Source: an optimization exercise on an open RTL-to-GDS flow (aim: small area). Production flows keep margins and buffers that such runs may drop.
Function was checked by simulation only, so behaviour that the tests miss may differ from the original.
No driver is modelled on the clock port, so clock power and skew are understated where the tree is cut down; a real chip needs a root buffer or a tree.
Power and IR drop assume default switching activity.

==> flow/design.v (excerpt) <==
module buck_v1_0 #(
  parameter model_data_width = 25,
  parameter model_decimal_width = 16
)(
  input aclk,
  input resetn,
  input clock_enable,
  input pwm,
  input signed [model_data_width-1:0] input_voltage,
  input signed [model_data_width-1:0] period_inductor,
  input signed [model_data_width-1:0] period_capacitor,
  input signed [model_data_width-1:0] inverse_resistor,
  output reg signed [model_data_width-1:0] inductor_current,
  output reg signed [model_data_width-1:0] capacitor_current,
  output reg signed [model_data_width-1:0] output_current,
  output reg signed [model_data_width-1:0] output_voltage
);
clock: 28.0 ns
lec_check: 0
abc_area: 1
cap_margin: 0
core_margin: 2
core_utilization: 65
slew_margin: 0
standard.sh (not shown) runs the stock make flow with config.mk's settings and CLKGATE_MAP_FILE= SYNTH_SCRIPT=/design/flow/synth_recipe.tcl, a recipe that flattens the netlist after the stock synthesis.
==> flow/flow/run.sh <==
#!/bin/bash
# Layout flow: the standard ORFS flow (standard.sh) with changes that only
# affect which cells implement the logic, not the design or its constraints:
#  1. synthesis maps the combinational logic with an area-oriented ABC script
#     (flow/abc_area.script); flip-flops come from the standard steps;
#  2. after synthesis, chains of full adders fed through inverters are
#     flipped to the other polarity (flow/fixfa.py) and the combinational
#     logic around them is re-mapped with ABC (flow/remap.ys); registers,
#     their names and cell types are untouched;
#  3. ports are buffered with the smallest buffer (buf_1);
#  4. CTS uses clkbuf_8 without dummy loads; the registers are then regrouped
#     into 4 balanced clusters, each with one leaf buffer driven by the clock
#     port and sized to keep the clock edge fast (flow/post_cts.tcl).
# Each tool's output goes to a log_*.txt file in the work folder.
set -euo pipefail
W=$PWD
R=$W/orfs/results/sky130hd/buck_v1_0/base
YOSYS=$FLOW_HOME/../tools/install/yosys/bin/yosys
rm -rf "$W/scripts_area"
cp -r "$FLOW_HOME/scripts" "$W/scripts_area"
cp "$W/flow/abc_area.script" "$W/scripts_area/abc_area.script"
bash standard.sh SCRIPTS_DIR="$W/scripts_area" "$R/1_2_yosys.v" > "$W/log_synth.txt" 2>&1
cp "$R/1_2_yosys.v" "$W/synth_standard_abc.v"
python3 "$W/flow/fixfa.py" "$R/1_2_yosys.v" "$W/remap_in.v" > "$W/log_fixfa.txt" 2>&1
cp "$W/flow/abc_area.script" "$W/abc_area.script"
"$YOSYS" -s "$W/flow/remap.ys" > "$W/log_remap.txt" 2>&1
cp "$W/remap_out.v" "$R/1_2_yosys.v"
bash standard.sh synth > "$W/log_synth_odb.txt" 2>&1
export BUFFER_PORTS_ARGS="-buffer_cell sky130_fd_sc_hd__buf_1"
export CTS_ARGS="-sink_clustering_enable -repair_clock_nets -dont_use_dummy_load -buf_list {sky130_fd_sc_hd__clkbuf_8}"
export POST_CTS_TCL="$W/flow/post_cts.tcl"
bash standard.sh finish > "$W/log_finish.txt" 2>&1
==> flow/flow/remap.ys <==
# Re-map the combinational logic of the synthesized netlist with ABC.
# Flip-flops, full/half adders and tie cells stay as they are (black boxes);
# every other cell is replaced by its function and mapped again.
read_liberty -ignore_miss_func /OpenROAD-flow-scripts/flow/platforms/sky130hd/lib/sky130_fd_sc_hd__tt_025C_1v80.lib
blackbox sky130_fd_sc_hd__dfxtp_* sky130_fd_sc_hd__edfxtp_* sky130_fd_sc_hd__fa_* sky130_fd_sc_hd__conb_1
read_verilog remap_in.v
hierarchy -top buck_v1_0
flatten
rename -hide w:*.*
opt_clean -purge
abc -script abc_area.script -liberty /OpenROAD-flow-scripts/flow/platforms/sky130hd/lib/sky130_fd_sc_hd__tt_025C_1v80.lib -dont_use sky130_fd_sc_hd__lpflow_bleeder_1 -dont_use sky130_fd_sc_hd__lpflow_clkbufkapwr_1 -dont_use sky130_fd_sc_hd__lpflow_clkbufkapwr_16 -dont_use sky130_fd_sc_hd__lpflow_clkbufkapwr_2 -dont_use sky130_fd_sc_hd__lpflow_clkbufkapwr_4 -dont_use sky130_fd_sc_hd__lpflow_clkbufkapwr_8 -dont_use sky130_fd_sc_hd__lpflow_clkinvkapwr_1 -dont_use sky130_fd_sc_hd__lpflow_clkinvkapwr_16 -dont_use sky130_fd_sc_hd__lpflow_clkinvkapwr_2 -dont_use sky130_fd_sc_hd__lpflow_clkinvkapwr_4 -dont_use sky130_fd_sc_hd__lpflow_clkinvkapwr_8 -dont_use sky130_fd_sc_hd__lpflow_decapkapwr_12 -dont_use sky130_fd_sc_hd__lpflow_decapkapwr_3 -dont_use sky130_fd_sc_hd__lpflow_decapkapwr_4 -dont_use sky130_fd_sc_hd__lpflow_decapkapwr_6 -dont_use sky130_fd_sc_hd__lpflow_decapkapwr_8 -dont_use sky130_fd_sc_hd__lpflow_inputiso0n_1 -dont_use sky130_fd_sc_hd__lpflow_inputiso0p_1 -dont_use sky130_fd_sc_hd__lpflow_inputiso1n_1 -dont_use sky130_fd_sc_hd__lpflow_inputiso1p_1 -dont_use sky130_fd_sc_hd__lpflow_inputisolatch_1 -dont_use sky130_fd_sc_hd__lpflow_isobufsrc_1 -dont_use sky130_fd_sc_hd__lpflow_isobufsrc_16 -dont_use sky130_fd_sc_hd__lpflow_isobufsrc_2 -dont_use sky130_fd_sc_hd__lpflow_isobufsrc_4 -dont_use sky130_fd_sc_hd__lpflow_isobufsrc_8 -dont_use sky130_fd_sc_hd__lpflow_isobufsrckapwr_16 -dont_use sky130_fd_sc_hd__lpflow_lsbuf_lh_hl_isowell_tap_1 -dont_use sky130_fd_sc_hd__lpflow_lsbuf_lh_hl_isowell_tap_2 -dont_use sky130_fd_sc_hd__lpflow_lsbuf_lh_hl_isowell_tap_4 -dont_use sky130_fd_sc_hd__lpflow_lsbuf_lh_isowell_4 -dont_use sky130_fd_sc_hd__lpflow_lsbuf_lh_isowell_tap_1 -dont_use sky130_fd_sc_hd__lpflow_lsbuf_lh_isowell_tap_2 -dont_use sky130_fd_sc_hd__lpflow_lsbuf_lh_isowell_tap_4 -dont_use sky130_fd_sc_hd__probe_p_8 -dont_use sky130_fd_sc_hd__probec_p_8 -D 28000
opt_clean -purge
hilomap -singleton -hicell sky130_fd_sc_hd__conb_1 HI -locell sky130_fd_sc_hd__conb_1 LO
insbuf -buf sky130_fd_sc_hd__buf_4 A X
opt_clean -purge
check
stat -liberty /OpenROAD-flow-scripts/flow/platforms/sky130hd/lib/sky130_fd_sc_hd__tt_025C_1v80.lib
write_verilog -noattr -nohex -nodec remap_out.v
Other scripts of this flow, unchanged in this note and not shown: flow/flow/abc_area.script, flow/flow/fixfa.py, flow/flow/post_cts.tcl
==> next run, changes <==
CAP_MARGIN = 20   (was 0)
CORE_UTILIZATION = 70   (was 65)
SLEW_MARGIN = 20   (was 0)
What happened: Design area stays flat. First-iteration DRC count increases by 12%. Register-to-register slack gets worse by 150 ps. Fmax came out lower by 0.85%. Via count increases by 3.5%. Final cell count drops by 0.45%. Setup slack degrades by 160 ps.
==> next run, changes <==
--- a/flow/flow/remap.ys
+++ b/flow/flow/remap.ys
@@ -1,3 +1,3 @@
 # Re-map the combinational logic of the synthesized netlist with ABC.
-# Flip-flops, full/half adders and tie cells stay as they are (black boxes);
+# Flip-flops, full adders and tie cells stay as they are (black boxes);
 # every other cell is replaced by its function and mapped again.
CORE_UTILIZATION = 65   (was 70)
=> Sequential share of layout area barely changes; fmax came out higher by 0.92%; area after synthesis is unchanged; final cell count went up by 0.45%; sequential cell count is unchanged; first-iteration DRC count went down by 9.2%; die area rises by 7.3%; power decreases by 0.90%.
==> next run, changes <==
--- a/flow/flow/remap.ys
+++ b/flow/flow/remap.ys
@@ -1,3 +1,3 @@
 # Re-map the combinational logic of the synthesized netlist with ABC.
-# Flip-flops, full adders and tie cells stay as they are (black boxes);
+# Flip-flops, full/half adders and tie cells stay as they are (black boxes);
 # every other cell is replaced by its function and mapped again.
Via count stays the same.
Setup slack does not change.
Combinational power barely changes.
Design area is unchanged.
Flip-flop and latch count stays the same.
Core utilization is unchanged.
Sequential power stays flat.


Setup of job 4265:
buck_v1_0, a different RTL version from the one above (not shown whole).
Size in the first run: ~390 cells after synthesis.
clock: 28.0 ns
lec_check: 0
abc_area: 1
cap_margin: 20
core_margin: 2
core_utilization: 75
place_density: 0.85
slew_margin: 20
==> flow/flow/run.sh <==
#!/bin/bash
# Layout flow: the standard ORFS flow (standard.sh) with changes that only
# affect which cells implement the logic, not the design or its constraints:
#  1. synthesis maps the combinational logic with an area-oriented ABC script
#     (flow/abc_area.script); flip-flops come from the standard steps;
#  2. after synthesis, chains of full adders fed through inverters are
#     flipped to the other polarity (flow/fixfa.py) and the combinational
#     logic around them is re-mapped with ABC (flow/remap.ys); registers,
#     their names and cell types are untouched;
#  3. ports are buffered with the smallest buffer (buf_1);
#  4. CTS uses clkbuf_8 without dummy loads; each clock buffer is then sized
#     to the smallest clkbuf that keeps the clock edge fast (flow/post_cts.tcl).
# Each tool's output goes to a log_*.txt file in the work folder.
set -euo pipefail
W=$PWD
R=$W/orfs/results/sky130hd/buck_v1_0/base
YOSYS=$FLOW_HOME/../tools/install/yosys/bin/yosys
rm -rf "$W/scripts_area"
cp -r "$FLOW_HOME/scripts" "$W/scripts_area"
cp "$W/flow/abc_area.script" "$W/scripts_area/abc_area.script"
bash standard.sh SCRIPTS_DIR="$W/scripts_area" "$R/1_2_yosys.v" > "$W/log_synth.txt" 2>&1
cp "$R/1_2_yosys.v" "$W/synth_standard_abc.v"
python3 "$W/flow/fixfa.py" "$R/1_2_yosys.v" "$W/remap_in.v" > "$W/log_fixfa.txt" 2>&1
cp "$W/flow/abc_area.script" "$W/abc_area.script"
"$YOSYS" -s "$W/flow/remap.ys" > "$W/log_remap.txt" 2>&1
cp "$W/remap_out.v" "$R/1_2_yosys.v"
bash standard.sh synth > "$W/log_synth_odb.txt" 2>&1
export BUFFER_PORTS_ARGS="-buffer_cell sky130_fd_sc_hd__buf_1"
export CTS_ARGS="-sink_clustering_enable -repair_clock_nets -dont_use_dummy_load -buf_list {sky130_fd_sc_hd__clkbuf_8}"
export POST_CTS_TCL="$W/flow/post_cts.tcl"
bash standard.sh finish > "$W/log_finish.txt" 2>&1
==> flow/flow/post_cts.tcl <==
# After CTS: size each clock buffer to the smallest clkbuf that keeps the
# clock edge at its sinks fast (placement-based estimate), then legalize.
set_propagated_clock [all_clocks]
set my_clk_sizes {sky130_fd_sc_hd__clkbuf_2 sky130_fd_sc_hd__clkbuf_4 sky130_fd_sc_hd__clkbuf_8 sky130_fd_sc_hd__clkbuf_16}
set my_clk_limit_ps 95
proc my_clk_bufs {} {
  set r {}
  foreach inst [[ord::get_db_block] getInsts] {
    if {[string match "clkbuf_*" [$inst getName]]} { lappend r $inst }
  }
  return $r
}
proc my_sink_slew {inst} {
  set w 0
  foreach it [[[$inst findITerm X] getNet] getITerms] {
    if {[$it isOutputSignal]} { continue }
    set p [get_pins "[[$it getInst] getName]/[[$it getMTerm] getName]"]
    foreach a {slew_max_rise slew_max_fall slew_min_rise slew_min_fall} {
      set w [expr {max($w, [sta::time_ui_sta [get_property $p $a]] * 1e12)}]
    }
  }
  return $w
}
foreach inst [my_clk_bufs] {
  replace_cell [get_cells [$inst getName]] [lindex $my_clk_sizes 0]
}
for {set i 0} {$i < 12} {incr i} {
  estimate_parasitics -placement
  set changed 0
  foreach inst [my_clk_bufs] {
    set m [[$inst getMaster] getName]
    set k [lsearch $my_clk_sizes $m]
    set w [my_sink_slew $inst]
    puts "clock buffer [$inst getName] $m: sink slew $w ps"
    if {$w > $my_clk_limit_ps && $k >= 0 && $k < [llength $my_clk_sizes] - 1} {
      replace_cell [get_cells [$inst getName]] [lindex $my_clk_sizes [expr {$k + 1}]]
      incr changed
    }
  }
  if {$changed == 0} { break }
}
detailed_placement
check_placement -verbose
estimate_parasitics -placement
Other scripts of this flow, unchanged in this note and not shown: flow/flow/abc_area.script, flow/flow/fixfa.py, flow/flow/remap.ys
Job 4265 | ERROR | global routing
The inputs of job 4956 differ from those of job 4265 as listed below.
# job 4265
export LEC_CHECK = 0
export ABC_AREA = 1
export CAP_MARGIN = 20
export CORE_MARGIN = 2
export CORE_UTILIZATION = 75
export PLACE_DENSITY = 0.85
export SLEW_MARGIN = 20
create_clock -name core_clock -period 28.0 [get_ports {aclk}]
# job 4956
export LEC_CHECK = 0
export ABC_AREA = 1
export CAP_MARGIN = 20
export CORE_MARGIN = 2
export CORE_UTILIZATION = 65
export SLEW_MARGIN = 20
create_clock -name core_clock -period 28.0 [get_ports {aclk}]
[summary]
- Job 4956 finished every step from synthesis to the final layout, and the layout passed the timing, design-rule and antenna checks.
- Of job 4956 and job 4265, the higher routability-driven placement congestion ratio belongs to job 4956.
- Job 4265 -> job 4956: post-detailed-placement cell area increased slightly
- Compared with job 4265, job 4956 shows die span in x that has gone up by a little under 10%.
diff inputs: job 4956 => job 1098
==> flow/flow/post_cts.tcl <==
# After CTS: size each clock buffer, from the root of the tree down, to the
# smallest clkbuf that keeps the clock edge at its sinks fast (placement-based
# estimate), then legalize the placement.
set_propagated_clock [all_clocks]
set my_clk_sizes {sky130_fd_sc_hd__clkbuf_2 sky130_fd_sc_hd__clkbuf_4 sky130_fd_sc_hd__clkbuf_8 sky130_fd_sc_hd__clkbuf_16}
set my_clk_limit_ps 95
proc my_sink_slew {inst} {
  set w 0
  foreach it [[[$inst findITerm X] getNet] getITerms] {
    if {[$it isOutputSignal]} { continue }
    set p [get_pins "[[$it getInst] getName]/[[$it getMTerm] getName]"]
    foreach a {slew_max_rise slew_max_fall slew_min_rise slew_min_fall} {
      set w [expr {max($w, [sta::time_ui_sta [get_property $p $a]] * 1e12)}]
    }
  }
  return $w
}
# clock buffers level by level, starting from those the clock port drives
set my_levels {}
set frontier {}
foreach bt [[[ord::get_db_block] findNet aclk] getITerms] {
  if {[string match "clkbuf_*" [[$bt getInst] getName]]} { lappend frontier [$bt getInst] }
}
while {[llength $frontier]} {
  lappend my_levels $frontier
  set next {}
  foreach inst $frontier {
    foreach it [[[$inst findITerm X] getNet] getITerms] {
      if {[$it isOutputSignal]} { continue }
      if {[string match "clkbuf_*" [[$it getInst] getName]]} { lappend next [$it getInst] }
    }
  }
  set frontier $next
}
foreach level $my_levels {
  foreach inst $level {
    replace_cell [get_cells [$inst getName]] [lindex $my_clk_sizes 0]
  }
  for {set i 0} {$i < [llength $my_clk_sizes]} {incr i} {
    estimate_parasitics -placement
    set changed 0
    foreach inst $level {
      set m [[$inst getMaster] getName]
      set k [lsearch $my_clk_sizes $m]
      set w [my_sink_slew $inst]
      puts "clock buffer [$inst getName] $m: sink slew $w ps"
      if {$w > $my_clk_limit_ps && $k >= 0 && $k < [llength $my_clk_sizes] - 1} {
        replace_cell [get_cells [$inst getName]] [lindex $my_clk_sizes [expr {$k + 1}]]
        incr changed
      }
    }
    if {$changed == 0} { break }
  }
}
detailed_placement
check_placement -verbose
estimate_parasitics -placement
==> summary.txt <==
Changes observed in job 1098 relative to job 4956: final cell count without fillers roughly the same, final hold slack neither gained nor lost much, non-clock inverter total of the final layout comparable. There was hardly any difference in fraction of power consumed by combinational cells between job 4956 and job 1098. Job 4956 → job 1098: global-route wire length before repair held, insertion delay of the later-clocked pin in the worst-skew pair did not really move, final design instance area without fill now sits at about the same level, final design utilization level. Total power after layout: job 4956 vs job 1098 identical.


## pine
The RTL this note starts from:
==> flow/design.v <==
module buck_v1_0 #(
  parameter model_data_width = 25,
  parameter model_decimal_width = 16
)(
  input aclk,
  input resetn,
  input clock_enable,
  input pwm,
  input signed [model_data_width-1:0] input_voltage,
  input signed [model_data_width-1:0] period_inductor,
  input signed [model_data_width-1:0] period_capacitor,
  input signed [model_data_width-1:0] inverse_resistor,
  output reg signed [model_data_width-1:0] inductor_current,
  output reg signed [model_data_width-1:0] capacitor_current,
  output reg signed [model_data_width-1:0] output_current,
  output reg signed [model_data_width-1:0] output_voltage
);
  reg  [2:0] ph;    
  reg  [5:0] it;    
  reg        p;     
  reg        c1;    
  reg        c2;    
  wire idle = ph[2] & (ph[1] | ph[0]);
  wire run  = ~idle;
  wire ph0 = (ph == 3'd0);
  wire ph1 = (ph == 3'd1);
  wire ph2 = (ph == 3'd2);
  wire ph3 = (ph == 3'd3);
  wire ph4 = (ph == 3'd4);
  wire it_last = it[5] & it[3];               
  wire it_hi   = it[5] | it[4];               
  wire it_lo   = ~it[5] & ~(it[4] & it[3]);   
  always @(posedge aclk)
    if (!resetn)
      ph <= 3'd7;
    else if (clock_enable) begin
      ph <= 3'd0;
      it <= 6'd0;
      p <= pwm;
    end else if (run) begin
      if (it_last) begin
        ph <= ph + 3'd1;
        it <= ph3 ? 6'd16 : 6'd0;
      end else
        it <= it + 6'd1;
    end
  wire [4:0] vidx = it_lo ? it[4:0] : 5'd24;
  wire a2 = p & input_voltage[vidx];
  wire b2 = ~output_voltage[0];
  wire dv = a2 ^ b2 ^ c2;
  always @(posedge aclk)
    if (!ph1)
      c2 <= 1'b1;
    else if (it_lo)
      c2 <= (a2 & b2) | (a2 & c2) | (b2 & c2);
  wire x  = ph1 ? dv : ph2 ? output_current[0] : output_voltage[0];
  wire gx = x & (ph0 | ph3);
  wire lx = x & ph1;
  wire cx = x & ph2;
  wire [24:0] ppn = ~((inverse_resistor & {25{gx}}) |
                      (period_inductor  & {25{lx}}) |
                      (period_capacitor & {25{cx}}));
  wire [24:0] q = capacitor_current;
  wire [24:0] s;
  wire [25:0] cy;
  assign cy[0] = 1'b1;
  genvar k;
  generate
    for (k = 0; k < 25; k = k + 1) begin : g_add
      assign s[k] = q[k] ^ ppn[k] ^ cy[k];
      assign cy[k+1] = (q[k] & ppn[k]) | (q[k] & cy[k]) | (ppn[k] & cy[k]);
    end
  endgenerate
  wire s25 = q[24] ^ ppn[24] ^ cy[25];
  wire ob = s[0];    
  wire sub = ~ph0;
  wire a1 = ph2 ? output_voltage[0] : ph3 ? 1'b0 : inductor_current[0];
  wire b1 = (ph4 ? output_current[0] : ob) ^ sub;
  wire sum1 = a1 ^ b1 ^ c1;
  always @(posedge aclk)
    if (clock_enable)
      c1 <= 1'b0;
    else if (it_last)
      c1 <= 1'b1;
    else if (it_hi)
      c1 <= (a1 & b1) | (a1 & c1) | (b1 & c1);
    else
      c1 <= ((c1 ^ sub) | ob) ^ sub;
  wire acc_clr = clock_enable | (run & it_last & ~ph[2] & ~(ph[1] & ph[0]));
  wire ic_hold = resetn & ~clock_enable & idle;
  wire ic_load = resetn & ~acc_clr & run;
  wire [24:0] ic_next = {(ph4 ? sum1 : s25), s[24:1]};
  always @(posedge aclk)
    capacitor_current <= ({25{ic_hold}} & capacitor_current) |
                         ({25{ic_load}} & ic_next);
  wire il_en = run & it_hi & (ph0 | ph1 | ph4);
  wire il_in = ph1 ? sum1 : inductor_current[0];
  always @(posedge aclk)
    inductor_current <= ({25{resetn & ~il_en}} & inductor_current) |
                        ({25{resetn & il_en}} & {il_in, inductor_current[24:1]});
  wire vo_en = run & (ph2 ? it_hi : (~ph[2] & (it_lo | it_last)));
  wire vo_in = ph2 ? sum1 : output_voltage[0];
  always @(posedge aclk)
    output_voltage <= ({25{resetn & ~vo_en}} & output_voltage) |
                      ({25{resetn & vo_en}} & {vo_in, output_voltage[24:1]});
  wire io_en = run & (ph2 | (it_hi & ~ph1));
  wire io_in = (ph0 | ph3) ? sum1 : ph2 ? output_current[24] : output_current[0];
  always @(posedge aclk)
    output_current <= ({25{resetn & ~io_en}} & output_current) |
                      ({25{resetn & io_en}} & {io_in, output_current[24:1]});
endmodule
export LEC_CHECK = 0
export ABC_AREA = 1
export CAP_MARGIN = 20
export CORE_MARGIN = 2
export CORE_UTILIZATION = 65
export SLEW_MARGIN = 20
create_clock -name core_clock -period 28.0 [get_ports {aclk}]
==> flow/flow/run.sh <==
#!/bin/bash
# Layout flow: the standard ORFS flow with three changes that only affect
# how cells are chosen, not the design or its constraints:
#  1. synthesis maps the combinational logic with an area-oriented ABC script
#     (flow/abc_area.script); flip-flops are mapped by the standard steps;
#  2. ports are buffered with the smallest buffer (buf_1);
#  3. CTS uses small clock buffers and no dummy loads.
set -euo pipefail
W=$PWD
rm -rf "$W/scripts_area"
cp -r "$FLOW_HOME/scripts" "$W/scripts_area"
cp "$W/flow/abc_area.script" "$W/scripts_area/abc_area.script"
bash standard.sh SCRIPTS_DIR="$W/scripts_area" synth > "$W/log_synth.txt" 2>&1
export BUFFER_PORTS_ARGS="-buffer_cell sky130_fd_sc_hd__buf_1"
export CTS_ARGS="-sink_clustering_enable -repair_clock_nets -dont_use_dummy_load -buf_list {sky130_fd_sc_hd__clkbuf_16}"
bash standard.sh finish > "$W/log_finish.txt" 2>&1
==> flow/flow/abc_area.script <==
strash
&get -n
&dch -f
&nf -a -R 1000
&put
topo
pine went all the way through synthesis, placement and routing and the layout is clean on timing, DRC and antenna.
Relative to pine, the following input files were edited for oak:
# pine
export LEC_CHECK = 0
export ABC_AREA = 1
export CAP_MARGIN = 20
export CORE_MARGIN = 2
export CORE_UTILIZATION = 65
export SLEW_MARGIN = 20
create_clock -name core_clock -period 28.0 [get_ports {aclk}]
# oak
export LEC_CHECK = 0
export ABC_AREA = 1
export CAP_MARGIN = 20
export CORE_MARGIN = 2
export CORE_UTILIZATION = 40
export SLEW_MARGIN = 20
create_clock -name core_clock -period 28.0 [get_ports {aclk}]
diff --git a/flow/flow/run.sh b/flow/flow/run.sh
--- a/flow/flow/run.sh
+++ b/flow/flow/run.sh
@@ -13,4 +13,4 @@
 bash standard.sh SCRIPTS_DIR="$W/scripts_area" synth > "$W/log_synth.txt" 2>&1
 export BUFFER_PORTS_ARGS="-buffer_cell sky130_fd_sc_hd__buf_1"
-export CTS_ARGS="-sink_clustering_enable -repair_clock_nets -dont_use_dummy_load -buf_list {sky130_fd_sc_hd__clkbuf_16}"
+export CTS_ARGS="-sink_clustering_enable -repair_clock_nets -dont_use_dummy_load -buf_list {sky130_fd_sc_hd__clkbuf_4 sky130_fd_sc_hd__clkbuf_8}"
 bash standard.sh finish > "$W/log_finish.txt" 2>&1
Findings:
- Looking at source of the critical timing path, the input_voltage[7] result is from oak; the input_voltage[23] one comes from pine.
- oak does worse than pine on hold slack.
- oak vs. pine: post-route worst setup slack rose 0.062 ns; detailed-route wire length fell 2.0%.

-- re-timing with driven ports --
The flow's constraints put no driver on any port. The routed layouts listed below were extracted and timed again, unchanged, in two steps. Step 1 assumes that a clkbuf_16 drives the clock port and a buf_2 every other input. Step 2 also shifts input and output timing later by t, the mid clock arrival at the registers, as if the neighbouring blocks saw the same clock. a / b / c = ideal / step 1 / step 2; a / b = the first two.
| run | t (ns) | slack for setup (ns) | slew at the worst register clock pin (ns) | worst slew at a driven data input, ns |
|---|---|---|---|---|
| the first run of note 1 | 0.235 | 9.207 / 9.260 / 9.025 | 0.11 / 0.11 | 0.07 |
| the second run of note 1 | 0.240 | 9.046 / 9.101 / 8.861 | 0.11 / 0.11 | 0.05 |
| the third run of note 1 | 0.234 | 9.219 / 9.271 / 9.037 | 0.11 / 0.11 | 0.07 |
| the fourth run of note 1 | 0.234 | 9.219 / 9.271 / 9.037 | 0.11 / 0.11 | 0.07 |
| job 4956 | 0.359 | 9.236 / 9.249 / 8.890 | 0.10 / 0.10 | 0.05 |
| job 1098 | 0.359 | 9.236 / 9.249 / 8.890 | 0.10 / 0.10 | 0.05 |
| pine | 0.371 | 9.991 / 10.000 / 9.629 | 0.08 / 0.08 | 0.06 |
| oak | 0.394 | 10.052 / 10.062 / 9.667 | 0.13 / 0.13 | 0.05 |
After both steps every run listed still meets setup and hold. For oak, which loses most, drivers alone change the setup slack by +0.010 ns; drivers and shift together by -0.385 ns.
